Context: an optimization exercise on an open-source flow, tuned for small area. The choices shown serve that exercise and are no tape-out recipe. The RTL was checked by simulation tests, not by an equivalence proof against the original design. Power and IR drop assume default switching activity.

Setup of JK:
==> flow/design.v <==
`timescale 1ns / 1ps
module TOP_MODULE(
    input CLK100MHZ,
    input rst,
    input SW,
    input BTNL, BTNR,
    output [7:0] AN,
    output CA,CB,CC,CD,CE,CF,CG, DP,
    output LED
    );
    assign DP = 1'b1;
    localparam [13:0] C_TAPS = 14'd8193, C_S0 = 14'd10349;
    localparam [13:0] B_TAPS = 14'd12288, B_S0 = 14'd3060, B_S5001 = 14'd10160;
    localparam [13:0] MASK = 14'd10922;
    reg [13:0] cnt_r, cnt1_r, cnt2_r;
    wire [13:0] cnt = cnt_r ^ MASK, cnt1 = cnt1_r ^ MASK, cnt2 = cnt2_r ^ MASK;
    wire tick    = cnt[0] & cnt[1] & cnt[2] & cnt[3] & cnt[4] & cnt[5] & cnt[6] & cnt[8] & cnt[10] & cnt[12];    
    wire c_wrap  = cnt[1] & cnt[2] & cnt[3] & cnt[4] & cnt[5] & cnt[6] & cnt[7] & cnt[9] & cnt[11] & cnt[13];    
    wire cnt1_one  = cnt1[0] & ~cnt1[1] & ~cnt1[2] & cnt1[3] & ~cnt1[4] & cnt1[6] & cnt1[7] & cnt1[8] & cnt1[9] & cnt1[10] & cnt1[12] & ~cnt1[13];    
    wire cnt1_top  = cnt1[0] & cnt1[1] & cnt1[2] & cnt1[4] & cnt1[6] & cnt1[8] & cnt1[10] & cnt1[11] & cnt1[12] & cnt1[13];    
    wire cnt1_wrap = cnt1[0] & cnt1[1] & cnt1[2] & cnt1[3] & cnt1[5] & cnt1[7] & cnt1[9] & cnt1[11] & cnt1[12] & cnt1[13];    
    wire cnt2_one  = cnt2[0] & ~cnt2[1] & ~cnt2[2] & cnt2[3] & ~cnt2[4] & cnt2[6] & cnt2[7] & cnt2[8] & cnt2[9] & cnt2[10] & cnt2[12] & ~cnt2[13];    
    wire cnt2_top  = cnt2[0] & cnt2[1] & cnt2[2] & cnt2[4] & cnt2[6] & cnt2[8] & cnt2[10] & cnt2[11] & cnt2[12] & cnt2[13];    
    wire cnt2_wrap = cnt2[0] & cnt2[1] & cnt2[2] & cnt2[3] & cnt2[5] & cnt2[7] & cnt2[9] & cnt2[11] & cnt2[12] & cnt2[13];    
    wire c1_ev = cnt1_one | cnt1_top;
    wire c2_ev = cnt2_one | cnt2_top;
    always_ff @(posedge CLK100MHZ) begin
        if (rst | c_wrap) cnt_r <= C_S0 ^ MASK;
        else              cnt_r <= {cnt[12:0], ~^(cnt & C_TAPS)} ^ MASK;
        if (rst | ~BTNR)    cnt1_r <= B_S0 ^ MASK;
        else if (cnt1_wrap) cnt1_r <= B_S5001 ^ MASK;
        else                cnt1_r <= {cnt1[12:0], ~^(cnt1 & B_TAPS)} ^ MASK;
        if (rst | ~BTNL)    cnt2_r <= B_S0 ^ MASK;
        else if (cnt2_wrap) cnt2_r <= B_S5001 ^ MASK;
        else                cnt2_r <= {cnt2[12:0], ~^(cnt2 & B_TAPS)} ^ MASK;
    end
    reg [3:0] su, mu, hu;
    reg [2:0] st, mt;
    reg [1:0] ht;
    wire su9 = su[3] & su[0], mu9 = mu[3] & mu[0], hu9 = hu[3] & hu[0];
    wire s59 = st[2] & st[0] & su9;
    wire m59 = mt[2] & mt[0] & mu9;
    wire h23 = ht[1] & hu[1] & hu[0];
    wire s_inc = tick;
    wire m_inc = c1_ev | (tick & s59);
    wire h_inc = c2_ev | (tick & s59 & m59);
    function automatic [3:0] t10(input [3:0] x);
        t10 = {x[0] & (x[3] | (x[2] & x[1])), x[1] & x[0], x[0] & ~x[3], 1'b1};
    endfunction
    function automatic [2:0] t6(input [2:0] x);
        t6 = {x[0] & (x[2] | x[1]), x[0] & ~x[2], 1'b1};
    endfunction
    wire [3:0] su_t = t10(su), mu_t = t10(mu), hu_t = t10(hu);
    wire [2:0] st_t = t6(st), mt_t = t6(mt);
    always_ff @(posedge CLK100MHZ) begin
        if (rst) begin
            st <= 3'd5; su <= 4'd0;
            mt <= 3'd1; mu <= 4'd2;
            ht <= 2'd1; hu <= 4'd2;
        end else begin
            su <= su ^ ({4{s_inc}} & su_t);
            st <= st ^ ({3{s_inc & su9}} & st_t);
            mu <= mu ^ ({4{m_inc}} & mu_t);
            mt <= mt ^ ({3{m_inc & mu9}} & mt_t);
            if (h23) begin
                if (h_inc) begin hu <= 4'd0; ht <= 2'd0; end
            end else begin
                hu <= hu ^ ({4{h_inc}} & hu_t);
                ht <= ht ^ ({2{h_inc & hu9}} & {ht[0], 1'b1});    
            end
        end
    end
    wire gt12 = ht[1] | (ht[0] & (hu[3] | hu[2] | (hu[1] & hu[0])));
    wire pm = SW & gt12;
    assign LED = pm;
    wire [1:0] htd = pm ? {1'b0, ht[1] & hu[1]} : ht;
    wire [3:0] hud = pm ? {ht[1] & ~hu[1], hu[3] | (hu[2] & hu[1]), hu[3] | (hu[2] & ~hu[1]), hu[0]} : hu;
    localparam [4:0] D_TAPS = 5'd18, D_RST = 5'd27, D_MASK = 5'b01010;
    reg [4:0] dc_r;
    reg [2:0] dig;
    wire [4:0] dc = dc_r ^ D_MASK;
    wire dc_end = ~dc[1] & ~dc[2] & ~dc[3];    
    wire [2:0] dig_nxt = dig + 3'd1;
    always_ff @(posedge CLK100MHZ) begin
        if (rst) begin
            dc_r <= D_RST ^ D_MASK; dig <= 3'd0;
        end else begin
            dc_r <= {dc[3:0], (~^(dc & D_TAPS)) ^ dc_end} ^ D_MASK;
            if (dc_end) dig <= dig_nxt;
        end
    end
    assign AN = ~(8'd1 << dig);
    reg [3:0] val;
    always_comb begin
        case (dig)
            3'd0: val = su;
            3'd1: val = {1'b0, st};
            3'd2: val = mu;
            3'd3: val = {1'b0, mt};
            3'd4: val = hud;
            3'd5: val = {2'b0, htd};
            default: val = 4'd15;
        endcase
    end
    localparam [111:0] SEGTAB = {7'b1111111, 7'b1110000, 7'b1110100, 7'b1011100,
                                 7'b0000110, 7'b0010010, 7'b0001100, 7'b0000000,
                                 7'b0001111, 7'b0100000, 7'b0100100, 7'b1001100,
                                 7'b0000110, 7'b0010010, 7'b1001111, 7'b0000001};
    wire [6:0] seg = SEGTAB[val*7 +: 7];
    assign {CA,CB,CC,CD,CE,CF,CG} = seg;
endmodule
Settings: LEC_CHECK=0, CAP_MARGIN=20, CORE_MARGIN=2, CORE_UTILIZATION=60, PLACE_DENSITY=0.75, SLEW_MARGIN=20; clock period 10.0 ns.
standard.sh (not shown) runs the stock make flow with config.mk's settings and CLKGATE_MAP_FILE= SYNTH_SCRIPT=/design/flow/synth_recipe.tcl, a recipe that flattens the netlist after the stock synthesis.
==> flow/flow/run.sh <==
#!/bin/bash
# Layout flow: the standard ORFS flow (standard.sh) with
#  - combinational logic mapped by ABC for area: abc runs once with each script
#    in flow/abc/ and the smallest mapping is kept; no separate half/full-adder
#    extraction. Registers are untouched, so they keep the standard synthesis's
#    names and cells;
#  - port buffers of the smallest buffer cell;
#  - clock tree synthesis without dummy loads, with clkbuf_4 buffers.
set -euo pipefail
W=$PWD
cat > my_synth.tcl <<EOF
# The standard flow's synthesis script (appended below), with abc run once per script in
# flow/abc/ and the smallest mapping kept.
proc abc {args} {
  set i [lsearch -exact \$args -script]
  set lib [lindex \$::env(LIB_FILES) 0]
  yosys design -save pre_abc
  set best ""
  foreach s [lsort [glob $W/flow/abc/*.abc]] {
    yosys design -load pre_abc
    yosys abc {*}[lreplace \$args [expr {\$i+1}] [expr {\$i+1}] \$s]
    set st [yosys tee -q -s result.string stat -liberty \$lib]
    regexp {Chip area for module[^:]*: ([0-9.]+)} \$st -> area
    puts "abc script [file tail \$s]: area \$area"
    if {\$best eq "" || \$area < \$best} {
      set best \$area
      set best_s \$s
      yosys design -save best_abc
    }
  }
  yosys design -load best_abc
  puts "abc: kept [file tail \$best_s] (area \$best)"
}
EOF
cat synth_recipe.tcl >> my_synth.tcl
bash standard.sh SYNTH_SCRIPT=$W/my_synth.tcl ADDER_MAP_FILE= \
  BUFFER_PORTS_ARGS="-buffer_cell sky130_fd_sc_hd__buf_1" \
  CTS_ARGS="-sink_clustering_enable -repair_clock_nets -dont_use_dummy_load -buf_list sky130_fd_sc_hd__clkbuf_4 -sink_clustering_size 40 -sink_clustering_max_diameter 200" \
  finish > standard.log 2>&1
Other scripts of this flow, unchanged in this note and not shown: flow/flow/abc/c7.abc, flow/flow/abc/d2.abc, flow/flow/abc/d6.abc, flow/flow/abc/e2.abc, flow/flow/abc/f2.abc, flow/flow/abc/g1.abc, flow/flow/abc/g3.abc, flow/flow/abc/g5.abc, flow/flow/abc/g6.abc
diff inputs: JK => MS
-- flow/design.v --
<<< JK, line 10
    );
    assign DP = 1'b1;
    localparam [13:0] C_TAPS = 14'd8193, C_S0 = 14'd10349;
    localparam [13:0] B_TAPS = 14'd12288, B_S0 = 14'd3060, B_S5001 = 14'd10160;
    localparam [13:0] MASK = 14'd10922;
    reg [13:0] cnt_r, cnt1_r, cnt2_r;
    wire [13:0] cnt = cnt_r ^ MASK, cnt1 = cnt1_r ^ MASK, cnt2 = cnt2_r ^ MASK;
    wire tick    = cnt[0] & cnt[1] & cnt[2] & cnt[3] & cnt[4] & cnt[5] & cnt[6] & cnt[8] & cnt[10] & cnt[12];    
    wire c_wrap  = cnt[1] & cnt[2] & cnt[3] & cnt[4] & cnt[5] & cnt[6] & cnt[7] & cnt[9] & cnt[11] & cnt[13];    
    wire cnt1_one  = cnt1[0] & ~cnt1[1] & ~cnt1[2] & cnt1[3] & ~cnt1[4] & cnt1[6] & cnt1[7] & cnt1[8] & cnt1[9] & cnt1[10] & cnt1[12] & ~cnt1[13];    
    wire cnt1_top  = cnt1[0] & cnt1[1] & cnt1[2] & cnt1[4] & cnt1[6] & cnt1[8] & cnt1[10] & cnt1[11] & cnt1[12] & cnt1[13];    
    wire cnt1_wrap = cnt1[0] & cnt1[1] & cnt1[2] & cnt1[3] & cnt1[5] & cnt1[7] & cnt1[9] & cnt1[11] & cnt1[12] & cnt1[13];    
    wire cnt2_one  = cnt2[0] & ~cnt2[1] & ~cnt2[2] & cnt2[3] & ~cnt2[4] & cnt2[6] & cnt2[7] & cnt2[8] & cnt2[9] & cnt2[10] & cnt2[12] & ~cnt2[13];    
    wire cnt2_top  = cnt2[0] & cnt2[1] & cnt2[2] & cnt2[4] & cnt2[6] & cnt2[8] & cnt2[10] & cnt2[11] & cnt2[12] & cnt2[13];    
    wire cnt2_wrap = cnt2[0] & cnt2[1] & cnt2[2] & cnt2[3] & cnt2[5] & cnt2[7] & cnt2[9] & cnt2[11] & cnt2[12] & cnt2[13];    
    wire c1_ev = cnt1_one | cnt1_top;
    wire c2_ev = cnt2_one | cnt2_top;
    always_ff @(posedge CLK100MHZ) begin
        if (rst | c_wrap) cnt_r <= C_S0 ^ MASK;
        else              cnt_r <= {cnt[12:0], ~^(cnt & C_TAPS)} ^ MASK;
        if (rst | ~BTNR)    cnt1_r <= B_S0 ^ MASK;
        else if (cnt1_wrap) cnt1_r <= B_S5001 ^ MASK;
        else                cnt1_r <= {cnt1[12:0], ~^(cnt1 & B_TAPS)} ^ MASK;
        if (rst | ~BTNL)    cnt2_r <= B_S0 ^ MASK;
        else if (cnt2_wrap) cnt2_r <= B_S5001 ^ MASK;
        else                cnt2_r <= {cnt2[12:0], ~^(cnt2 & B_TAPS)} ^ MASK;
    end
>>> MS, line 10
    );
    assign DP = 1'b1;
    localparam [13:0] C_TAPS = 14'd8193, C_S0 = 14'd14560, C_S10001 = 14'd15472;
    localparam [13:0] B_TAPS = 14'd8193, B_S0 = 14'd2542, B_S5000 = 14'd15997;
    localparam [13:0] MASK = 14'd10922;
    reg [13:0] cnt_r, cnt1_r, cnt2_r;
    wire [13:0] cnt = cnt_r ^ MASK, cnt1 = cnt1_r ^ MASK, cnt2 = cnt2_r ^ MASK;
    wire tick    = ~cnt[0] & ~cnt[1] & cnt[2] & cnt[3] & ~cnt[5] & ~cnt[6] & cnt[8] & cnt[9] & ~cnt[11] & cnt[12] & ~cnt[13];    
    wire cnt1_one  = cnt1[0] & cnt1[2] & cnt1[3] & cnt1[4] & cnt1[6] & cnt1[7] & cnt1[8] & cnt1[9] & ~cnt1[10] & ~cnt1[11] & cnt1[12];    
    wire cnt1_top  = cnt1[0] & cnt1[1] & cnt1[2] & cnt1[3] & cnt1[5] & cnt1[6] & cnt1[8] & ~cnt1[9] & cnt1[10] & ~cnt1[11] & cnt1[12];    
    wire cnt2_one  = cnt2[0] & cnt2[2] & cnt2[3] & cnt2[4] & cnt2[6] & cnt2[7] & cnt2[8] & cnt2[9] & ~cnt2[10] & ~cnt2[11] & cnt2[12];    
    wire cnt2_top  = cnt2[0] & cnt2[1] & cnt2[2] & cnt2[3] & cnt2[5] & cnt2[6] & cnt2[8] & ~cnt2[9] & cnt2[10] & ~cnt2[11] & cnt2[12];    
    wire c1_ev = cnt1_one | cnt1_top;
    wire c2_ev = cnt2_one | cnt2_top;
    always_ff @(posedge CLK100MHZ) begin
        if (rst)       cnt_r <= C_S0 ^ MASK;
        else if (tick) cnt_r <= C_S10001 ^ MASK;
        else           cnt_r <= {cnt[12:0], ~^(cnt & C_TAPS)} ^ MASK;
        if (rst | ~BTNR)    cnt1_r <= B_S0 ^ MASK;
        else if (cnt1_top)  cnt1_r <= B_S5000 ^ MASK;
        else                cnt1_r <= {cnt1[12:0], ~^(cnt1 & B_TAPS)} ^ MASK;
        if (rst | ~BTNL)    cnt2_r <= B_S0 ^ MASK;
        else if (cnt2_top)  cnt2_r <= B_S5000 ^ MASK;
        else                cnt2_r <= {cnt2[12:0], ~^(cnt2 & B_TAPS)} ^ MASK;
    end
Notes after the runs:
Relative to JK, detailed-placement wirelength estimate has gone down in MS. Looking only at effective utilization at floorplan, and setting everything else aside, the higher value of JK and MS goes to JK. Die area delta (JK -> MS): insignificant. Routed wire length: higher on JK. Looking at share of power burned in the clock network, MS sits below JK. Against JK, MS comes in 0.31 points higher on area added between synthesis and finish.

-- re-timing with driven ports --
The flow's constraints put no driver on any port. The routed layouts listed below were extracted and timed again, unchanged, in two steps.
Step 1, drivers: a clkbuf_16 drives CLK100MHZ and a buf_2 each remaining input, both assumed.
Step 2 also shifts input and output timing later by t, the mid clock arrival at the registers, as if the neighbouring blocks saw the same clock.
a / b / c = ideal ports / drivers / drivers and shift; a / b = the first two.
run	t (ns)	setup WS [ns]	latest minus earliest clock arrival (ns)
JK	0.410	3.872 / 3.852 / 3.852	0.031 / 0.031
MS	0.413	4.216 / 4.190 / 4.190	0.037 / 0.037
After both steps setup and hold are still met in every run listed. For MS, which loses most, drivers alone change the setup slack by -0.026 ns; drivers and shift together by -0.026 ns.
